This is an optimization exercise on Yosys and OpenROAD, whose aim is small area and a short achievable clock period, not a production implementation. The RTL was checked by simulation tests, not by an equivalence proof against the original design. Power is estimated from default activity; no workload was simulated.

==> run G <==
Design mips, start of the top module:
module mips(
    input rst,
    input clk,
    input wire[31:0] ins_input,
    output wire[31:0] addr_output,
    input wire[31:0] ram_data,
    output wire[31:0] ram_addr_output,
    output wire ram_write_enabler_output,
    output wire[3:0] ram_select_output,
    output wire[31:0] ram_data_output,
    output wire ram_enabler
    );
    localparam [3:0] M_NONE = 4'b0000,
                     M_LB   = 4'b0001, M_LBU = 4'b0010, M_LH  = 4'b0011,
                     M_LHU  = 4'b0100, M_LW  = 4'b0101, M_LWL = 4'b0110,
                     M_LWR  = 4'b0111,
                     M_SB   = 4'b1001, M_SH  = 4'b1010, M_SW  = 4'b1011,
                     M_SWL  = 4'b1110, M_SWR = 4'b1111;
    reg [31:0] m_data;    
    reg         ce;
    reg         ce_d;
    reg  [31:0] pc_a, pc_b;
    reg         pc_sel;
    reg         pc_msel;    
    wire [31:0] pc = pc_msel ? m_data : pc_sel ? pc_a : pc_b;
    wire [29:0] pc_inc;
    wire        pc_inc_co;
    mips_bk30 pcinc0(.a(pc[31:2]), .b(30'd0), .ci(1'b1), .s(pc_inc), .co(pc_inc_co));
    wire [31:0] pc_plus4 = {pc_inc, pc[1:0]};
    wire        br_taken;
    wire [31:0] pc_next_a, pc_next_b;
    wire        pc_next_sel;
    wire        pc_next_msel;
    always @(posedge clk) begin
        ce   <= ~rst;
        ce_d <= ce;
        pc_a   <= pc_next_a;
        pc_b   <= pc_next_b;
        pc_sel <= pc_next_sel;
        pc_msel <= pc_next_msel;
    end
    assign addr_output = pc;
    reg [31:0] id_ins;
    always @(posedge clk) id_ins <= ins_input;
    reg [31:0] x_a, x_b;
    reg [15:0] x_off;
    reg [4:0]  x_dest;
    reg        x_wr, x_delay, x_ovf, x_sub, x_mem, x_movn, x_movz;
    reg [3:0]  x_memop;
    reg        x_and, x_or, x_xor, x_nor, x_passa, x_passb, x_sum, x_slt, x_sltu;
    reg        x_cl, x_clinv, x_mul, x_hi, x_lo, x_sh, x_shl, x_sha;
    reg        x_mult, x_mthi, x_mtlo;
    reg [15:0] x_bone, x_btwo;
  ...
clock: 17.0 ns
lec_check: 0
abc_area: 1
cap_margin: 35
core_margin: 2
core_utilization: 45
cts_cluster_diameter: 70
cts_cluster_size: 28
slew_margin: 20
standard.sh (not shown) runs the stock make flow with config.mk's settings and CLKGATE_MAP_FILE= SYNTH_SCRIPT=/design/flow/synth_recipe.tcl, a recipe that flattens the netlist after the stock synthesis.
==> flow/flow/run.sh <==
#!/bin/bash
# Own flow: the standard layout (standard.sh, unchanged synthesis and steps), with one
# change to clock tree synthesis: no dummy loads are inserted to balance the leaf buffers
# (they only add cell area here). Sink clustering and repair are as in the standard flow,
# with the cluster size/diameter of config.mk. All tool output goes to flow.log here;
# ORFS's per-step logs stay under orfs/logs.
set -euo pipefail
export CTS_ARGS="-sink_clustering_enable -repair_clock_nets -sink_clustering_size 28 -sink_clustering_max_diameter 70 -dont_use_dummy_load"
bash standard.sh finish > flow.log 2>&1
==> inputs of run M, as changes to run G <==
--- a/flow/design.v
+++ b/flow/design.v
@@ -2717,63 +2717,51 @@
     output wire ram_enabler
     );
     localparam [3:0] M_NONE = 4'b0000,
                      M_LB   = 4'b0001, M_LBU = 4'b0010, M_LH  = 4'b0011,
                      M_LHU  = 4'b0100, M_LW  = 4'b0101, M_LWL = 4'b0110,
                      M_LWR  = 4'b0111,
                      M_SB   = 4'b1001, M_SH  = 4'b1010, M_SW  = 4'b1011,
                      M_SWL  = 4'b1110, M_SWR = 4'b1111;
-    reg [31:0] m_data;    
     reg         ce;
     reg         ce_d;
-    reg  [31:0] pc_a, pc_b;
-    reg         pc_sel;
-    reg         pc_msel;    
-    wire [31:0] pc = pc_msel ? m_data : pc_sel ? pc_a : pc_b;
+    reg  [31:0] pc;
     wire [29:0] pc_inc;
     wire        pc_inc_co;
     mips_bk30 pcinc0(.a(pc[31:2]), .b(30'd0), .ci(1'b1), .s(pc_inc), .co(pc_inc_co));
     wire [31:0] pc_plus4 = {pc_inc, pc[1:0]};
     wire        br_taken;
-    wire [31:0] pc_next_a, pc_next_b;
-    wire        pc_next_sel;
-    wire        pc_next_msel;
+    wire [31:0] pc_next;
     always @(posedge clk) begin
         ce   <= ~rst;
         ce_d <= ce;
-        pc_a   <= pc_next_a;
-        pc_b   <= pc_next_b;
-        pc_sel <= pc_next_sel;
-        pc_msel <= pc_next_msel;
+        pc <= pc_next;
     end
     assign addr_output = pc;
     reg [31:0] id_ins;
     always @(posedge clk) id_ins <= ins_input;
     reg [31:0] x_a, x_b;
     reg [15:0] x_off;
     reg [4:0]  x_dest;
-    reg        x_wr, x_delay, x_ovf, x_sub, x_mem, x_movn, x_movz;
+    reg        x_wr, x_delay, x_ovf, x_sub, x_mem;
     reg [3:0]  x_memop;
     reg        x_and, x_or, x_xor, x_nor, x_passa, x_passb, x_sum, x_slt, x_sltu;
     reg        x_cl, x_clinv, x_mul, x_hi, x_lo, x_sh, x_shl, x_sha;
     reg        x_mult, x_mthi, x_mtlo;
     reg [15:0] x_bone, x_btwo;
-    reg [31:0] m_st;
+    reg [31:0] m_data, m_st;
     reg [3:0]  m_memop;
     reg [4:0]  m_dest;
     reg        m_wr;
     reg [31:0] w_data;
     reg [4:0]  w_dest;
     reg        w_wr;
-    reg [31:0] hi_a, hi_b, lo;    
-    reg        hi_c;
+    reg [31:0] hi, lo;
     wire [31:0] ex_res;
-    wire b_z = (x_b == 32'd0);
-    wire x_wr_e = x_wr | (x_movn & ~b_z) | (x_movz & b_z);
     wire [31:0] ex_nm;
     wire [63:0] mul_ra, mul_rb;
     wire        ex_wr_f;
     wire [31:0] mem_w;
     wire [31:0] rfv [0:31];
     assign rfv[0] = 32'd0;
     genvar gi;
     generate
@@ -2886,64 +2874,61 @@
     wire f1_ex  = ex_wr_f & ~ex_load & ex_eq1;
     wire f2_ex  = ex_wr_f & ~ex_load & ex_eq2;
     wire f1_z   = ex_wr_f & ex_load & ex_eq1;
     wire f2_z   = ex_wr_f & ex_load & ex_eq2;
     wire mem_m1 = m_wr & (m_dest == rs);
     wire mem_m2 = m_wr & (m_dest == rt);
     wire wb_m1  = w_wr & (w_dest == rs) & (rs != 5'd0);
     wire wb_m2  = w_wr & (w_dest == rt) & (rt != 5'd0) & re1;
-    wire [31:0] e1 = (mem_m1 & ~f1_z) ? mem_w : f1_z ? 32'd0 : wb_m1 ? w_data : rfv[rs];
-    wire [31:0] e2 = (mem_m2 & ~f2_z) ? mem_w : f2_z ? 32'd0 : wb_m2 ? w_data : rfv[rt];
+    wire [31:0] e1 = f1_z ? 32'd0 : mem_m1 ? mem_w : wb_m1 ? w_data : rfv[rs];
+    wire [31:0] e2 = f2_z ? 32'd0 : mem_m2 ? mem_w : wb_m2 ? w_data : rfv[rt];
     wire [31:0] fwd1  = f1_ex ? ex_res : e1;
     wire [31:0] fwd2  = f2_ex ? ex_res : e2;
     wire [31:0] op1   = re1 ? fwd1 : imm1;
     wire [31:0] op2   = re2 ? fwd2 : imm2;
-    wire f1_exn = x_wr_e & ~ex_load & ex_eq1;
-    wire f2_exn = x_wr_e & ~ex_load & ex_eq2;
     wire br_ex_cmp = (i_beq | i_bne) & (f1_ex ^ f2_ex);
     wire br_ex_sgn = (i_bgtz | i_bgez | i_bgezal | i_bltz | i_bltzal) & f1_ex;
     wire br_ex     = br_ex_cmp | br_ex_sgn;
-    wire br_ex_cmpn = (i_beq | i_bne) & (f1_exn ^ f2_exn);
-    wire br_ex_sgnn = (i_bgtz | i_bgez | i_bgezal | i_bltz | i_bltzal) & f1_exn;
-    wire [31:0] cmp_y = f1_exn ? (e2 & {32{~i_bgtz}}) : e1;
+    wire [31:0] cmp_y = f1_ex ? (e2 & {32{~i_bgtz}}) : e1;
     wire [31:0] cs_a  = mul_ra[31:0];
     wire [31:0] cs_b  = mul_rb[31:0];
     wire [31:0] cs_c  = {(cs_a[30:0] & cs_b[30:0]) | ((cs_a[30:0] | cs_b[30:0]) & ~cmp_y[30:0]), 1'b0};
     wire cs_eq  = ~|(cs_a ^ cs_b ^ cmp_y ^ cs_c);
     wire nm_eq  = (ex_nm == cmp_y);
     wire ex_eq  = x_mul ? cs_eq : nm_eq;
     wire ex_s   = ex_res[31];
-    wire ex_tk  = (br_ex_cmpn & (ex_eq ^ i_bne)) |
-                  (br_ex_sgnn & (((i_bgez | i_bgezal) & ~ex_s) | ((i_bltz | i_bltzal) & ex_s) |
+    wire ex_tk  = (br_ex_cmp & (ex_eq ^ i_bne)) |
+                  (br_ex_sgn & (((i_bgez | i_bgezal) & ~ex_s) | ((i_bltz | i_bltzal) & ex_s) |
                                 (i_bgtz & ~ex_s & ~ex_eq)));
     wire eq_e   = (f1_ex & f2_ex) | (e1 == e2);
     wire e1_s   = e1[31];
     wire e1_z   = (e1 == 32'd0);
     wire tk_e   = i_j | i_jal | i_jr | i_jalr |
                   (i_beq & eq_e) | (i_bne & ~eq_e) |
                   (i_bgtz & ~e1_s & ~e1_z) |
                   ((i_bgez | i_bgezal) & ~e1_s) |
                   ((i_bltz | i_bltzal) & e1_s);
     assign br_taken = br_ex ? ex_tk : tk_e;
     wire [29:0] br_sum;
     wire        br_co;
     mips_bk30 bradd0(.a(pc4[31:2]), .b({{14{imm16[15]}}, imm16}), .ci(1'b0), .s(br_sum), .co(br_co));
     wire [31:0] br_off = {br_sum, pc4[1:0]};
     wire [31:0] br_target = (i_j | i_jal) ? {pc4[31:28], id_ins[25:0], 2'b00} :
-                            (i_jr | i_jalr) ? e1 : br_off;
-    assign pc_next_a   = {32{ce}} & br_target;
-    assign pc_next_b   = {32{ce}} & pc_plus4;
-    assign pc_next_sel = br_taken;
-    assign pc_next_msel = (i_jr | i_jalr) & f1_ex;
+                            (i_jr | i_jalr) ? op1 : br_off;
+    wire [31:0] nxt_e  = tk_e ? br_target : pc_plus4;
+    wire [31:0] nxt_x  = ex_tk ? br_off : pc_plus4;
+    assign pc_next = {32{ce}} & (br_ex ? nxt_x : nxt_e);
+    wire op2_z = (op2 == 32'd0);
     wire d_wr = i_ori | i_andi | i_xori | i_lui | i_addi | i_addiu | i_slti | i_sltiu |
                 i_jal | i_load | i_bgezal | i_bltzal |
                 i_and | i_or | i_xor | i_nor | i_srl | i_sra | i_sllv | i_srlv | i_srav |
                 i_sync | i_mfhi | i_mflo | i_add | i_addu | i_sub | i_subu | i_slt | i_sltu |
-                i_jalr | i_sll | i_clz | i_clo | i_mul;
+                i_jalr | i_sll | i_clz | i_clo | i_mul |
+                (i_movn & ~op2_z) | (i_movz & op2_z);
     wire [4:0] d_dest = (i_ori | i_andi | i_xori | i_lui | i_addi | i_addiu | i_slti | i_sltiu | i_load) ? rt :
                         (i_jal | i_bgezal | i_bltzal) ? 5'd31 : rd;
     wire [3:0] d_memop = i_lb  ? M_LB  : i_lbu ? M_LBU : i_lh  ? M_LH  : i_lhu ? M_LHU :
                          i_lw  ? M_LW  : i_lwl ? M_LWL : i_lwr ? M_LWR :
                          i_sb  ? M_SB  : i_sh  ? M_SH  : i_sw  ? M_SW  :
                          i_swl ? M_SWL : i_swr ? M_SWR : M_NONE;
     wire [32:0] bx = {op2, 1'b0};
     wire [15:0] b_one, b_two;
@@ -2955,18 +2940,16 @@
         end
     endgenerate
     always @(posedge clk) begin
         x_a     <= op1;
         x_b     <= op2;
         x_off   <= imm16;
         x_dest  <= d_dest;
         x_wr    <= d_wr;
-        x_movn  <= i_movn;
-        x_movz  <= i_movz;
         x_delay <= br_taken;
         x_ovf   <= i_add | i_addi | i_sub;
         x_sub   <= i_sub | i_subu | i_slt | i_slti | i_sltu | i_sltiu;
         x_mem   <= i_load | i_store;
         x_memop <= d_memop;
         x_and   <= i_and | i_andi;
         x_or    <= i_or | i_ori;
         x_xor   <= i_xor | i_xori;
@@ -3021,42 +3004,40 @@
     end
     wire [15:0] b_neg;
     generate
         for (bi = 0; bi < 16; bi = bi + 1) begin : BN
             assign b_neg[bi] = b[2*bi+1];
         end
     endgenerate
     wire [32:0] prod_lo = {1'b0, mul_ra[31:0]} + {1'b0, mul_rb[31:0]};
-    wire [31:0] hi;
-    wire        hi_co;
-    mips_bk32l hiadd0(.a(hi_a), .b(hi_b), .ci(hi_c), .s(hi), .co(hi_co));
+    wire [31:0] prod_hi;
+    wire        prod_co;
+    mips_bk32l mulhi0(.a(mul_ra[63:32]), .b(mul_rb[63:32]), .ci(prod_lo[32]), .s(prod_hi), .co(prod_co));
+    wire [63:0] prod = {prod_hi, prod_lo[31:0]};
     mips_mul32s mul0(.a(a), .bone(x_bone), .btwo(x_btwo), .bneg(b_neg), .ra(mul_ra), .rb(mul_rb));
     assign ex_nm = ({32{x_and}}   & (a & b)) |
                     ({32{x_or}}    & (a | b)) |
                     ({32{x_xor}}   & (a ^ b)) |
                     ({32{x_nor}}   & ~(a | b)) |
                     ({32{x_passa}} & a) |
                     ({32{x_passb}} & b) |
                     ({32{x_sum | x_mem}} & sum) |
                     {31'd0, (x_slt & lt_s) | (x_sltu & lt_u)} |
                     ({32{x_cl}}    & {26'd0, cl_res}) |
                     ({32{x_hi}}    & hi) |
                     ({32{x_lo}}    & lo) |
                     ({32{x_sh}}    & sh_res);
-    assign ex_res = ex_nm | ({32{x_mul}} & prod_lo[31:0]);
-    assign ex_wr_f = x_wr_e & ~(x_ovf & ovf);
+    assign ex_res = ex_nm | ({32{x_mul}} & prod[31:0]);
+    assign ex_wr_f = x_wr & ~(x_ovf & ovf);
     always @(posedge clk) begin
-        if (rst | x_mult | x_mthi) begin
-            hi_a <= x_mult ? mul_ra[63:32] : a;
-            hi_b <= {32{x_mult}} & mul_rb[63:32];
-            hi_c <= x_mult & prod_lo[32];
-        end
+        if (rst | x_mult | x_mthi)
+            hi <= x_mult ? prod[63:32] : a;
         if (rst | x_mult | x_mtlo)
-            lo <= x_mult ? prod_lo[31:0] : a;
+            lo <= x_mult ? prod[31:0] : a;
     end
     always @(posedge clk) begin
         m_data  <= ex_res;
         m_st    <= b;
         m_memop <= x_memop;
         m_dest  <= x_dest;
         m_wr    <= ex_wr_f;
     end
==> flow/run.sh (new file) <==
#!/bin/bash
# synth_recipe.tcl (not shown) runs the flow's synth.tcl, then flattens the netlist and writes it again
# the make line also repeats each setting of config.mk as NAME=value (left out here)
make -C /OpenROAD-flow-scripts/flow DESIGN_CONFIG=/design/flow/config.mk WORK_HOME=/design/flow/orfs CLKGATE_MAP_FILE= SYNTH_SCRIPT=/design/flow/synth_recipe.tcl finish
- CTS_CLUSTER_DIAMETER: 70 -> 60
- CTS_CLUSTER_SIZE: 28 -> 20
removed: flow/flow/run.sh
removed: flow/standard.sh
==> qor.csv <==
metric,value,unit
final_util,50.5,%
synthSimpleGateAreaFrac,14.1,%
multi_input_area_share,47.1,%
grt_max_degree,81,
multi_input_cells,7344,
drive_above_1_share,8.78,%
synth_area,95700,um^2
comb-power,8.41,mW
wl_met1,194,mm
status,timing/DRC/antenna clean,
synthAdderAreaFrac,13.4,%
max_freq,105,MHz
The numbers above come from run M.

==> qor.csv <==
metric,value,unit
synthXorXnorAreaFrac,6.27,%
max_freq,121,MHz
wl_met1,183,mm
well_tap_count,2838,
grt_max_degree,65,
reg2reg_to,x_btwo[15],
multi_input_area_share,47.2,%
placedCellCount,13266,
synthAdderAreaFrac,13.0,%
drive_above_1_share,8.86,%
final_util,49.6,%
status,timing/DRC/antenna clean,
synth_area,96900,um^2
The numbers above come from run G.

==> what the ideal ports hide <==
Ports are ideal in the flow. The routed layouts listed here were re-timed in OpenROAD.
Step 1 sets driving cells, clkbuf_16 on the clock port and buf_2 on the other inputs (assumed; they add their load-dependent delay and slew).
Step 2 times the ports against the registers' clock, not the clock port: input delays grow and output delays shrink by t, the midpoint of the rising clock arrivals with the driver on.
Three values: ideal ports, drivers, drivers and shift; two values: the first two.
| run | t, ns | slack for setup (ns) | worst setup path at the end | slew at the worst register clock pin (ns) | worst data-port slew with drivers (ns) |
|---|---|---|---|---|---|
| run G | 0.899 | 8.740 / 8.740 / 8.223 | input to register | 0.11 / 0.11 | 0.08 |
| run M | 0.920 | 7.436 / 7.436 / 6.690 | input to register | 0.09 / 0.09 | 0.23 |
After both steps every run listed still meets setup and hold. The setup slack of run M, which loses most, moves by 0.000 ns with the drivers and by -0.746 ns with both steps.
